Background: an optimization exercise with open tools, aiming at small area. Do not read the settings as production practice. Function was checked by simulation only, so behaviour that the tests miss may differ from the original. Power and IR drop assume default switching activity.

--- constraint.sdc ---
create_clock -name core_clock -period 10.0 [get_ports {clk}]
set_input_delay 2.0000 -clock core_clock [delete_from_list [all_inputs] [get_ports {clk}]]
set_output_delay 2.0000 -clock core_clock [all_outputs]
set_load 0.01 [all_outputs]
--- design.v ---
module Core (clk, clr, rom_data, sram_data, op_done,
	rom_req, rom_addr, sram_req, we, sram_addr, write_data);
	input clk, clr;
	input [7:0] rom_data;
	input [7:0] sram_data;    
	input op_done;            
	output rom_req;
	output [17:0] rom_addr;
	output sram_req, we;
	output [18:0] sram_addr;
	output [7:0] write_data;
	parameter LOAD = 5'd9;
	parameter STORE = 5'd10;
	parameter JS = 5'd30;
	parameter INC = 5'd31;
	parameter FETCH1 = 4'd0;
	parameter DECODE1 = 4'd1;
	parameter FETCH2 = 4'd2;
	parameter DECODE2 = 4'd3;
	parameter FETCH3 = 4'd4;
	parameter DECODE3 = 4'd5;
	parameter FETCH4 = 4'd6;
	parameter DECODE4 = 4'd7;
	parameter OPERATION = 4'd8;
	parameter BRANCH = 4'd9;
	parameter LOADSTATE = 4'd10;
	parameter LOADSTATE2 = 4'd11;
	parameter STORESTATE = 4'd12;
	parameter STORESTATE2 = 4'd13;
	reg [3:0] state;
	reg [17:0] PC;
	reg [4:0] OPCODE;
	reg [19:0] immd;
	reg [3:0] index;      
	reg neg_flag, zero_flag;
	reg load_sram;
	reg same;             
	wire fetch = ~state[3] & ~state[0];
	wire low_addr = immd[19:4] == 16'd0;
	wire is_inc = OPCODE == INC;
	wire is_shift = OPCODE[4:1] == 4'b0111;
	wire is_js = OPCODE == JS;
	wire is_reg_branch = OPCODE == 5'd7 || OPCODE == 5'd8 || OPCODE == 5'd11 ||
	                     OPCODE == 5'd12 || OPCODE == 5'd13;
	wire hi_from_rom = (OPCODE[4] & ~is_inc) | is_shift;
	wire [18:0] rdata;
	wire [3:0] read_index = (state == DECODE2) ?
		(is_reg_branch ? rom_data[7:4] : (is_inc ? 4'd0 : rom_data[3:0])) : index;
	wire sub = ~OPCODE[3] & (OPCODE[2:0] == 3'd1 || OPCODE[2:0] == 3'd2);
	wire [18:0] b = immd[18:0];
	wire [18:0] sum = rdata + (b ^ {19{sub}}) + {18'd0, sub | is_inc};
	reg [18:0] result;
	always @(*) begin
		if (OPCODE[3]) begin
			if (OPCODE[4])
				result = sum;                        
			else if (OPCODE[0])
				result = rdata >> immd[19:16];       
			else
				result = rdata << immd[19:16];       
		end
		else begin
			case (OPCODE[2:0])
				3'd3: result = rdata & b;
				3'd4: result = rdata | b;
				3'd5: result = rdata ^ b;
				3'd6: result = b;
				default: result = sum;               
			endcase
		end
	end
	wire [7:0] load_byte = load_sram ? sram_data : rom_data;
	wire reg_we = (state == OPERATION && OPCODE[3:0] != 4'd2) ||
	              (state == BRANCH && is_js) || state == LOADSTATE2;
	wire [18:0] reg_wdata = (state == OPERATION) ? result :
	                        (state == BRANCH) ? {1'b0, PC} : {11'd0, load_byte};
	Register_File _RegisterFile(.clk(clk), .we(reg_we), .read_index(read_index),
		.write_index(index), .write_data(reg_wdata), .read_data(rdata));
	reg taken;
	always @(*) begin
		case (OPCODE)
			5'd7, 5'd28: taken = neg_flag;                   
			5'd8, 5'd29: taken = neg_flag | zero_flag;       
			5'd12, 5'd26: taken = zero_flag;                 
			5'd13, 5'd27: taken = ~zero_flag;                
			default: taken = 1'b1;                           
		endcase
	end
	assign rom_req = fetch | (state == LOADSTATE & ~low_addr);
	assign rom_addr = fetch ? PC : immd[17:0];
	assign sram_req = (state == LOADSTATE & low_addr) | state == STORESTATE;
	assign we = state == STORESTATE;
	assign sram_addr = immd[18:0];
	assign write_data = rdata[7:0];
	always @(posedge clk or negedge clr) begin
		if (~clr) begin
			state <= FETCH1;
			PC <= 18'd0;
		end
		else begin
			if (fetch) begin
				PC <= PC + 1'b1;
				state <= state + 1'b1;
			end
			else case (state)
				DECODE1: state <= FETCH2;
				DECODE2: begin
					if (OPCODE == INC || OPCODE <= 5'd6 || is_shift)
						state <= OPERATION;
					else if (OPCODE[4])
						state <= FETCH3;
					else if (OPCODE == LOAD)
						state <= LOADSTATE;
					else if (OPCODE == STORE)
						state <= STORESTATE;
					else
						state <= BRANCH;
				end
				DECODE3: state <= FETCH4;
				DECODE4: begin
					if (OPCODE[3:0] <= 4'd6)
						state <= OPERATION;
					else if (OPCODE[3:0] == 4'd7)
						state <= LOADSTATE;
					else if (OPCODE[3:0] == 4'd8)
						state <= STORESTATE;
					else
						state <= BRANCH;
				end
				BRANCH: begin
					if (taken)
						PC <= immd[17:0];
					state <= FETCH1;
				end
				LOADSTATE: state <= LOADSTATE2;
				LOADSTATE2: state <= (load_sram & ~op_done) ? LOADSTATE : FETCH1;
				STORESTATE: state <= STORESTATE2;
				STORESTATE2: state <= op_done ? FETCH1 : STORESTATE;
				default: state <= FETCH1;            
			endcase
		end
	end
	always @(posedge clk) begin
		case (state)
			DECODE1: OPCODE <= rom_data[7:3];
			DECODE2: begin
				index <= is_js ? 4'd3 : rom_data[7:4];
				same <= ~OPCODE[4] & (rom_data[7:4] == rom_data[3:0]);
				immd[19] <= hi_from_rom & rom_data[3];
				immd[18:16] <= hi_from_rom ? rom_data[2:0] : rdata[18:16];
				immd[15:0] <= rdata[15:0];
			end
			DECODE3: immd[15:8] <= rom_data;
			DECODE4: immd[7:0] <= rom_data;
			OPERATION: begin
				zero_flag <= result == 19'd0;
				neg_flag <= result[18];
			end
			LOADSTATE: load_sram <= low_addr;
			LOADSTATE2: if (same) immd[3:0] <= 4'd0;
			default: ;
		endcase
	end
endmodule
module Register_File (clk, we, read_index, write_index, write_data, read_data);
	input clk, we;
	input [3:0] read_index, write_index;
	input [18:0] write_data;
	output reg [18:0] read_data;
	reg [18:0] r [1:15];
	genvar k;
	generate
		for (k = 1; k < 16; k = k + 1) begin : regs
			if (k >= 3 && k <= 5) begin : wide
				always @(posedge clk)
					if (we && write_index == k)
						r[k] <= write_data;
			end
			else begin : narrow
				always @(posedge clk)
					if (we && write_index == k)
						r[k][15:0] <= write_data[15:0];
			end
		end
	endgenerate
	always @(*) begin
		read_data = 19'd0;
		case (read_index)
			4'd1: read_data[15:0] = r[1][15:0];
			4'd2: read_data[15:0] = r[2][15:0];
			4'd3: read_data = r[3];
			4'd4: read_data = r[4];
			4'd5: read_data = r[5];
			4'd6: read_data[15:0] = r[6][15:0];
			4'd7: read_data[15:0] = r[7][15:0];
			4'd8: read_data[15:0] = r[8][15:0];
			4'd9: read_data[15:0] = r[9][15:0];
			4'd10: read_data[15:0] = r[10][15:0];
			4'd11: read_data[15:0] = r[11][15:0];
			4'd12: read_data[15:0] = r[12][15:0];
			4'd13: read_data[15:0] = r[13][15:0];
			4'd14: read_data[15:0] = r[14][15:0];
			4'd15: read_data[15:0] = r[15][15:0];
			default: read_data = 19'd0;
		endcase
	end
endmodule
module IOController (clk, clr, button, mem_data, req, we, addr, write_data, LED,
	audio_req, audio_addr, audio_done, start, stop_len);
	input clk, clr;
	input [7:0] button;
	input [7:0] mem_data;
	output req, we;
	output [18:0] addr;
	output [7:0] write_data;
	output LED;
	input audio_req;
	input [18:0] audio_addr;
	input audio_done;
	output start;
	output reg [7:0] stop_len;
	parameter IDLE = 4'd0;
	parameter BUTTON6 = 4'd7;
	parameter BUTTON7 = 4'd8;
	parameter WAITCORE = 4'd9;
	parameter GETPOSITION = 4'd10;
	parameter STARTAUDIO = 4'd11;
	parameter WAITAUDIO = 4'd12;
	reg [3:0] state;
	reg [9:0] counter;
	reg but8;
	wire s_button = (state != IDLE) & (~state[3] | state == BUTTON7);
	wire s_waitcore = state == WAITCORE;
	wire s_getpos = state == GETPOSITION;
	wire s_waitaudio = state == WAITAUDIO;
	assign we = s_button;
	assign write_data = {5'd0, state[2:1], state[3] ? ~but8 : state[0]};
	assign req = s_button | s_getpos | (s_waitaudio & audio_req) | (s_waitcore & counter == 10'd0);
	assign addr = s_waitaudio ? audio_addr : {17'd0, state == BUTTON7, s_getpos};
	assign LED = s_waitcore;
	assign start = state == STARTAUDIO;
	always @(posedge clk or negedge clr) begin
		if (~clr) begin
			state <= IDLE;
			counter <= 10'd0;
			but8 <= 1'b0;
			stop_len <= 8'd0;
		end
		else begin
			case (state)
				IDLE: begin
					if (button[0]) state <= 4'd1;
					else if (button[1]) state <= 4'd2;
					else if (button[2]) state <= 4'd3;
					else if (button[3]) state <= 4'd4;
					else if (button[4]) state <= 4'd5;
					else if (button[5]) state <= 4'd6;
					else if (button[6]) state <= 4'd7;
					else if (button[7]) state <= BUTTON7;
				end
				BUTTON6: begin
					state <= GETPOSITION;
					counter <= 10'd0;
				end
				BUTTON7: begin
					state <= IDLE;
					but8 <= ~but8;
				end
				WAITCORE: begin
					counter <= counter + 1'b1;
					state <= IDLE;
				end
				GETPOSITION: state <= STARTAUDIO;
				STARTAUDIO: begin
					state <= WAITAUDIO;
					stop_len <= mem_data;
				end
				WAITAUDIO: begin
					if (audio_done)
						state <= IDLE;
				end
				default: state <= WAITCORE;  
			endcase
		end
	end
endmodule
module MemoryController (clk, clr, sram_we, sram_addr, sram_data_in, sram_data_out,
	rom_oe, rom_ce, rom_addr, EN,
	core_rom_req, core_rom_addr, core_sram_req, core_we, core_sram_addr, core_write_data,
	core_op_done, core_sram_data,
	IO_req, IO_we, IO_addr, IO_write_data, IO_data, IO_ready);
	input clk, clr;
	output reg sram_we;
	output reg [18:0] sram_addr;
	input [7:0] sram_data_in;
	output reg [7:0] sram_data_out;
	output rom_oe, rom_ce;
	output reg [17:0] rom_addr;
	output EN;
	input core_rom_req;
	input [17:0] core_rom_addr;
	input core_sram_req, core_we;
	input [18:0] core_sram_addr;
	input [7:0] core_write_data;
	output core_op_done;
	output [7:0] core_sram_data;
	input IO_req, IO_we;
	input [18:0] IO_addr;
	input [7:0] IO_write_data;
	output [7:0] IO_data;
	output IO_ready;
	reg own_io, own_core, rom_off;
	assign EN = ~sram_we;
	assign rom_oe = rom_off;
	assign rom_ce = rom_off;
	assign IO_ready = own_io;
	assign core_op_done = own_core;
	assign IO_data = (own_io & sram_we) ? sram_data_in : 8'd0;
	assign core_sram_data = (own_core & sram_we) ? sram_data_in : 8'd0;
	always @(posedge clk or negedge clr) begin
		if (~clr) begin
			own_io <= 1'b0;
			own_core <= 1'b0;
			rom_off <= 1'b1;
			rom_addr <= 18'd0;
			sram_we <= 1'b1;
			sram_addr <= 19'd0;
			sram_data_out <= 8'd0;
		end
		else begin
			rom_off <= ~core_rom_req;
			if (core_rom_req)
				rom_addr <= core_rom_addr;
			own_io <= IO_req;
			own_core <= ~IO_req & core_sram_req;
			if (IO_req) begin
				sram_addr <= IO_addr;
				sram_we <= ~IO_we;
				if (IO_we)
					sram_data_out <= IO_write_data;
			end
			else if (core_sram_req) begin
				sram_addr <= core_sram_addr;
				sram_we <= ~core_we;
				if (core_we)
					sram_data_out <= core_write_data;
			end
		end
	end
endmodule
module audioController (clk, clr, mem_data, data_ready, start, stop_len, addr, req, done, data);
	input clk, clr;
	input [7:0] mem_data;
	input data_ready;
	input start;
	input [7:0] stop_len;
	output reg [18:0] addr;
	output req;
	output reg done;
	output reg data;
	reg [7:0] len;           
	reg [2:0] bitCounter;
	reg [6:0] counter;
	reg [7:0] data_saved;
	wire [11:0] endpos = {len[4:0], 7'd0} - {len, 1'b0} - {4'd0, len};
	wire active = addr <= {endpos, 7'd0};
	wire [7:0] sample = data_ready ? mem_data : data_saved;
	assign req = (bitCounter == 3'd0) & active;
	always @(posedge clk or negedge clr) begin
		if (~clr) begin
			counter <= 7'd0;
			addr <= 19'd0;
			bitCounter <= 3'd0;
			len <= 8'd0;
			data <= 1'b0;
			data_saved <= 8'd0;
		end
		else if (start) begin
			addr <= 19'd0;
			len <= stop_len;
		end
		else if (active) begin
			counter <= counter + 1'b1;
			data_saved <= sample;
			if (counter == 7'd78) begin
				data <= sample[bitCounter];
				bitCounter <= bitCounter + 1'b1;
				if (bitCounter == 3'd7)
					addr <= addr + 1'b1;
				counter <= 7'd0;
			end
		end
	end
	always @(posedge clk)
		done <= ~start & ~active;
endmodule
module top (input clk,
			input clr,
			input[7:0] sram_data_in,
			input[7:0] rom_data,
			output sram_we,
			output[18:0] sram_addr,
			output[7:0] sram_data_out,
			output rom_oe,
			output rom_ce,
			output[17:0] rom_addr,
			output EN,
			output LED,
			output sram_oe,
			output sram_ce,
			output sram_NC,
			output rom_pgm,
			output audio_stop,
			output audio_gain,
			output audio_NC,
			output audio_data,
			input[7:0] buttons
			);
	assign sram_oe = 1'b0;
	assign sram_ce = 1'b0;
	assign sram_NC = 1'b1;
	assign rom_pgm = 1'b1;
	assign audio_stop = 1'b0;
	assign audio_gain = 1'b0;
	assign audio_NC = 1'b0;
	wire core_rom_req, core_sram_req, core_we, core_op_done;
	wire [17:0] core_rom_addr;
	wire [18:0] core_sram_addr;
	wire [7:0] core_write_data, core_sram_data;
	wire IO_req, IO_we, IO_ready;
	wire [18:0] IO_addr;
	wire [7:0] IO_write_data, IO_data;
	wire start, audio_req, audio_done;
	wire [7:0] stop_len;
	wire [18:0] audio_addr;
	Core _Core(.clk(clk), .clr(clr),
		.rom_data(rom_data), .sram_data(core_sram_data), .op_done(core_op_done),
		.rom_req(core_rom_req), .rom_addr(core_rom_addr),
		.sram_req(core_sram_req), .we(core_we), .sram_addr(core_sram_addr),
		.write_data(core_write_data));
	MemoryController _MemoryController(.clk(clk), .clr(clr),
		.sram_we(sram_we), .sram_addr(sram_addr), .sram_data_in(sram_data_in),
		.sram_data_out(sram_data_out), .rom_oe(rom_oe), .rom_ce(rom_ce), .rom_addr(rom_addr),
		.EN(EN),
		.core_rom_req(core_rom_req), .core_rom_addr(core_rom_addr),
		.core_sram_req(core_sram_req), .core_we(core_we), .core_sram_addr(core_sram_addr),
		.core_write_data(core_write_data), .core_op_done(core_op_done), .core_sram_data(core_sram_data),
		.IO_req(IO_req), .IO_we(IO_we), .IO_addr(IO_addr), .IO_write_data(IO_write_data),
		.IO_data(IO_data), .IO_ready(IO_ready));
	IOController _IOController(.clk(clk), .clr(clr), .button(buttons),
		.mem_data(IO_data), .req(IO_req), .we(IO_we), .addr(IO_addr),
		.write_data(IO_write_data), .LED(LED),
		.audio_req(audio_req), .audio_addr(audio_addr), .audio_done(audio_done),
		.start(start), .stop_len(stop_len));
	audioController _audioController(.clk(clk), .clr(clr),
		.mem_data(IO_data), .data_ready(IO_ready), .start(start), .stop_len(stop_len),
		.addr(audio_addr), .req(audio_req), .done(audio_done), .data(audio_data));
endmodule
--- config.mk ---
export PLATFORM = sky130hd
export DESIGN_NAME = top
export DESIGN_NICKNAME = top
export VERILOG_FILES = /design/flow/design.v
export SDC_FILE = /design/flow/constraint.sdc
export NUM_CORES = 4
export LEC_CHECK = 0
export ABC_AREA = 1
export CAP_MARGIN = 20
export CORE_MARGIN = 2
export CORE_UTILIZATION = 60
export PLACE_DENSITY = 0.75
export SLEW_MARGIN = 20
--- run.sh ---
#!/bin/bash
# synth_recipe.tcl (not shown) runs the flow's synth.tcl, then flattens the netlist and writes it again
# the make line also repeats each setting of config.mk as NAME=value (left out here)
make -C /OpenROAD-flow-scripts/flow DESIGN_CONFIG=/design/flow/config.mk WORK_HOME=/design/flow/orfs CLKGATE_MAP_FILE= SYNTH_SCRIPT=/design/flow/synth_recipe.tcl finish
==> flow_metrics.py <==
metrics = {
    "outcome": {
        "status": "finished clean",
    },
    "routing": {
        "drtIter0Drc": 3379,
        "drt-wirelength-per-cell_um": 24.0,
        "drtPass1Iterations": 6,
        "vias": 21700,
        "top_layer": "met4",
        "routed_wl_um": 83000,
        "drc": 0,
        "postRouteAntennaNets": 0,
        "wirelength_met1_um": 32500,
        "wl_met2_um": 36400,
        "wl_met3_um": 10600,
        "viasPerCell": 6.28,
    },
    "min_path": {
        "hold_path.class": "reg2reg",
    },
    "setup_path": {
        "slowest_delay_ns": 0.76,
        "cpMaxStageDelayCell": "nor2_4",
        "cp_common_cell": "nand2_1",
        "worstSetupPathType": "in2reg",
        "cp_max_fo": 27,
        "worstPathArrival_ns": 8.57,
        "startpoint_type": "input pin",
        "endpoint_kind": "flip-flop",
        "critPathTopFamily": "simple AND/OR/NAND/NOR gates",
        "crit_required_ns": 10.26,
        "cp_num_buf_inv": 3,
    },
    "floorplan": {
        "rows": 73,
        "core_mm2": 0.0398,
        "die_y_um": 205,
        "start_util": 0.610,
        "ios": 84,
        "die_x_um": 205,
        "die_area_mm2": 0.0421,
    },
    "clocking": {
        "cts_tree": "done",
        "clock_latency_ns": 0.60,
        "h-tree-depth": 2,
        "post_cts_resized": 0,
        "cts_buffers": 44,
        "cts_sinks": 423,
        "clockRootBuffer": "clkbuf_16",
        "cts_setup_buffers": 0,
        "clockBufferDepth": 3,
        "hold_buffers": 0,
        "path_clk_slew_ns": 0.06,
    },
    "place": {
        "port_buffers": 76,
        "routabilityCongestion": 1.04,
        "place_ws_ns": 1.23,
        "dp_hpwl_um": 59100,
    },
    "pwr": {
        "p_leak_nw": 11.8,
        "power_density_mw_per_mm2": 381,
        "p_total_mw": 10.3,
        "irDropWorstVdd_uv": 225,
    },
    "timing": {
        "tightest_slew_ns": 1.18,
        "fin_setup_tns_ns": 0,
        "max_freq_mhz": 120,
        "rsz0062_at_grt": "no",
        "period_share": 0.831,
        "finalSetupViolCount": 0,
        "finalHoldViolations": 0,
        "fin_crit_ns": 8.31,
        "slew_viol_final": 0,
        "fin_ws_ns": 1.69,
        "slew_headroom": 0.211,
        "whs_ns": 0.466,
        "fin_worst_skew_ns": 0.0215,
    },
    "cells_and_area": {
        "diodes": 0,
        "ff_latch_area_mm2": 0.0120,
        "multi_input_area_mm2": 0.0106,
        "drive_above_1_share": 0.0662,
        "finish.utilization": 0.678,
        "n_fill_cell": 3196,
        "layout.nets": 3020,
        "syn_to_final_growth_pct": 11.1,
    },
    "logic_synthesis": {
        "synthCells": 2847,
        "synth.distinct_cells": 69,
        "synth_ff_type": "edfxtp_1",
        "synth_area_per_cell_um2": 8.53,
        "synth-seq-cells": 423,
        "synth_edf_count": 282,
        "synthArstFlopShare": 0.331,
        "ys_seq_area_frac": 0.494,
        "syn_area_mm2": 0.0243,
        "ys_warn_count": 6,
    },
    "grt": {
        "grt_overflow_total": 0,
        "grt_max_degree": 76,
        "grt_use_total": 0.399,
        "grt_pass1_vias": 20300,
        "grt_antenna_before_repair": 2,
        "grt_pass1_wl_um": 125000,
    },
    "run": {
        "cap_viol_max_count": 0,
    },
}
==> path summary, 6_finish.rpt <==
| path | start | endpoint | slack, ns | cells past startpoint |
|---|---|---|---|---|
| worst max-delay path | rom_data[0] | _Core._RegisterFile.r[4][17] | 1.69 | 32 |
| worst min-delay path | _IOController.but8 | _IOController.but8 | 0.47 | 1 |
| worst max register to register | _Core.OPCODE[3] | _Core._RegisterFile.r[4][17] | 1.93 | 35 |
| worst min register to register | _IOController.but8 | _IOController.but8 | 0.47 | 1 |
| max in group asynchronous | clr | _IOController.counter[8] | 7.21 | 2 |
| min in group asynchronous | clr | _audioController.addr[17] | 1.41 | 1 |
==> state kept, by name (all words and copies together), names as in the netlist, 8 cells and up <==
name and flops:
_MemoryController.rom_addr 18, _IOController.stop_len 8, _Core.PC 18, _audioController.len 8, _Core.immd 20, _audioController.data_saved 8
_MemoryController.sram_addr 19, _Core._RegisterFile.r 249, _IOController.counter 10, _audioController.addr 19, _MemoryController.sram_data_out 8
==> logic make-up (layout without fill, tap and decap cells) <==
logic type                 count (synthesis)  count (layout)  synth area share
other                                      2               7          0.000309
AOI/OAI and AO/OA                        481             481             0.114
xor gates and xnor gates                  50              50            0.0183
DFF                                      423             423             0.494
and+or+nand+nor                         1360            1360             0.245
muxes                                      8               8           0.00330
buffers and inverters                    425             505            0.0736
adders and majority gates                 98              98            0.0514
==> worst register-to-register path, delay by kind of cell, from the launching register on <==
| family | cells | cell delay [ns] |
|---|---|---|
| xor+xnor | 1 | 0.28 |
| compound gates | 10 | 2.36 |
| simple gates | 20 | 3.27 |
| fa+ha+maj | 1 | 0.31 |
| flops | 1 | 0.75 |
| buf+inv | 3 | 0.78 |
==> layout by cell type (no fill, tap or decap), types with 44 or more instances in the layout <==
cell type and instances:
a21oi_1 104, nand2_1 624, clkbuf_16 44, o21ai_0 204, nor2_1 232, edfxtp_1 282
buf_4 50, clkdlybuf4s50_1 75, dfrtp_1 138, ha_1 95, nand3_1 374, inv_1 277
==> layer usage <==
layer	global-route usage	vias to the layer above
met3	0.103	211
met1	0.558	10400
met4	0.172	0
met5	0	-
li1	-	9790
met2	0.590	1364
==> final cells by class <==
| class | instances | share of cell area |
|---|---|---|
| clock buffers | 55 | 0.0423 |
| clock inverters | 27 | 0.0114 |
| inverters | 295 | 0.0412 |
| multi-input cells | 2004 | 0.392 |
| flip-flops and latches | 423 | 0.444 |
| well taps | 525 | 0.0243 |
| repair buffers | 128 | 0.0442 |
==> stage by stage <==
stage | cells | cell area [µm²]
3_5_place_dp | 3374 | 25500
5_1_grt | 3457 | 27000
2_1_floorplan | 2852 | 24300
6_report | 3457 | 27000
3_3_place_gp | 3372 | 25500
4_1_cts | 3456 | 27000
==> Yosys cell counts (all sizes together) (3+ instances only) <==
cell type	instances	area share
nand3	378	0.080
clkinv	8	0.0012
inv	287	0.045
dfrtp	138	0.14
edfxtp	282	0.35
nand2	639	0.10
nor4	13	0.0033
nor3b	3	0.00093
o21a	5	0.0015
nor3	44	0.0091
buf	64	0.018
clkbuf	66	0.010
nor2	258	0.045
o31ai	16	0.0052
o22ai	30	0.0077
ha	95	0.049
mux2i	8	0.0033
o21bai	5	0.0015
and3	4	0.0010
a221oi	14	0.0050
fa	3	0.0025
o21ai	246	0.052
a31oi	9	0.0023
a21boi	6	0.0019
nand4	13	0.0033
xor2	40	0.015
nand3b	4	0.0012
xnor2	10	0.0036
a21oi	105	0.022
o211ai	25	0.0077
==> report_power, final <==
part	switching [mW]	total, mW	internal, mW
clock network	0.726	1.68	0.950
logic	4.35	6.15	1.80
registers	0.252	2.47	2.22

-- static timing again, ports no longer ideal --
No port has a modelled driver above. Below, the same layout with a new extraction and two added sets of constraints. Step 1 assumes that a clkbuf_16 drives the clock port and a buf_2 every other input. Step 2 moves the port delays by t, midway between the first and last clock arrival at a register: inputs arrive t later, outputs are due t later. That takes back most of the time a late clock gives input paths. Three values: ideal, step 1, step 2; two values: the first two.
t, ns: 0.649
setup WS [ns]: 1.689 / 1.719 / 1.070
worst setup path after step 2: input to register
clock arrival spread, ns: 0.022 / 0.022
slew at the worst register clock pin (ns): 0.07 / 0.07
After both steps this run still meets setup and hold. The setup slack of this run moves by +0.030 ns with the drivers and by -0.619 ns with both steps.
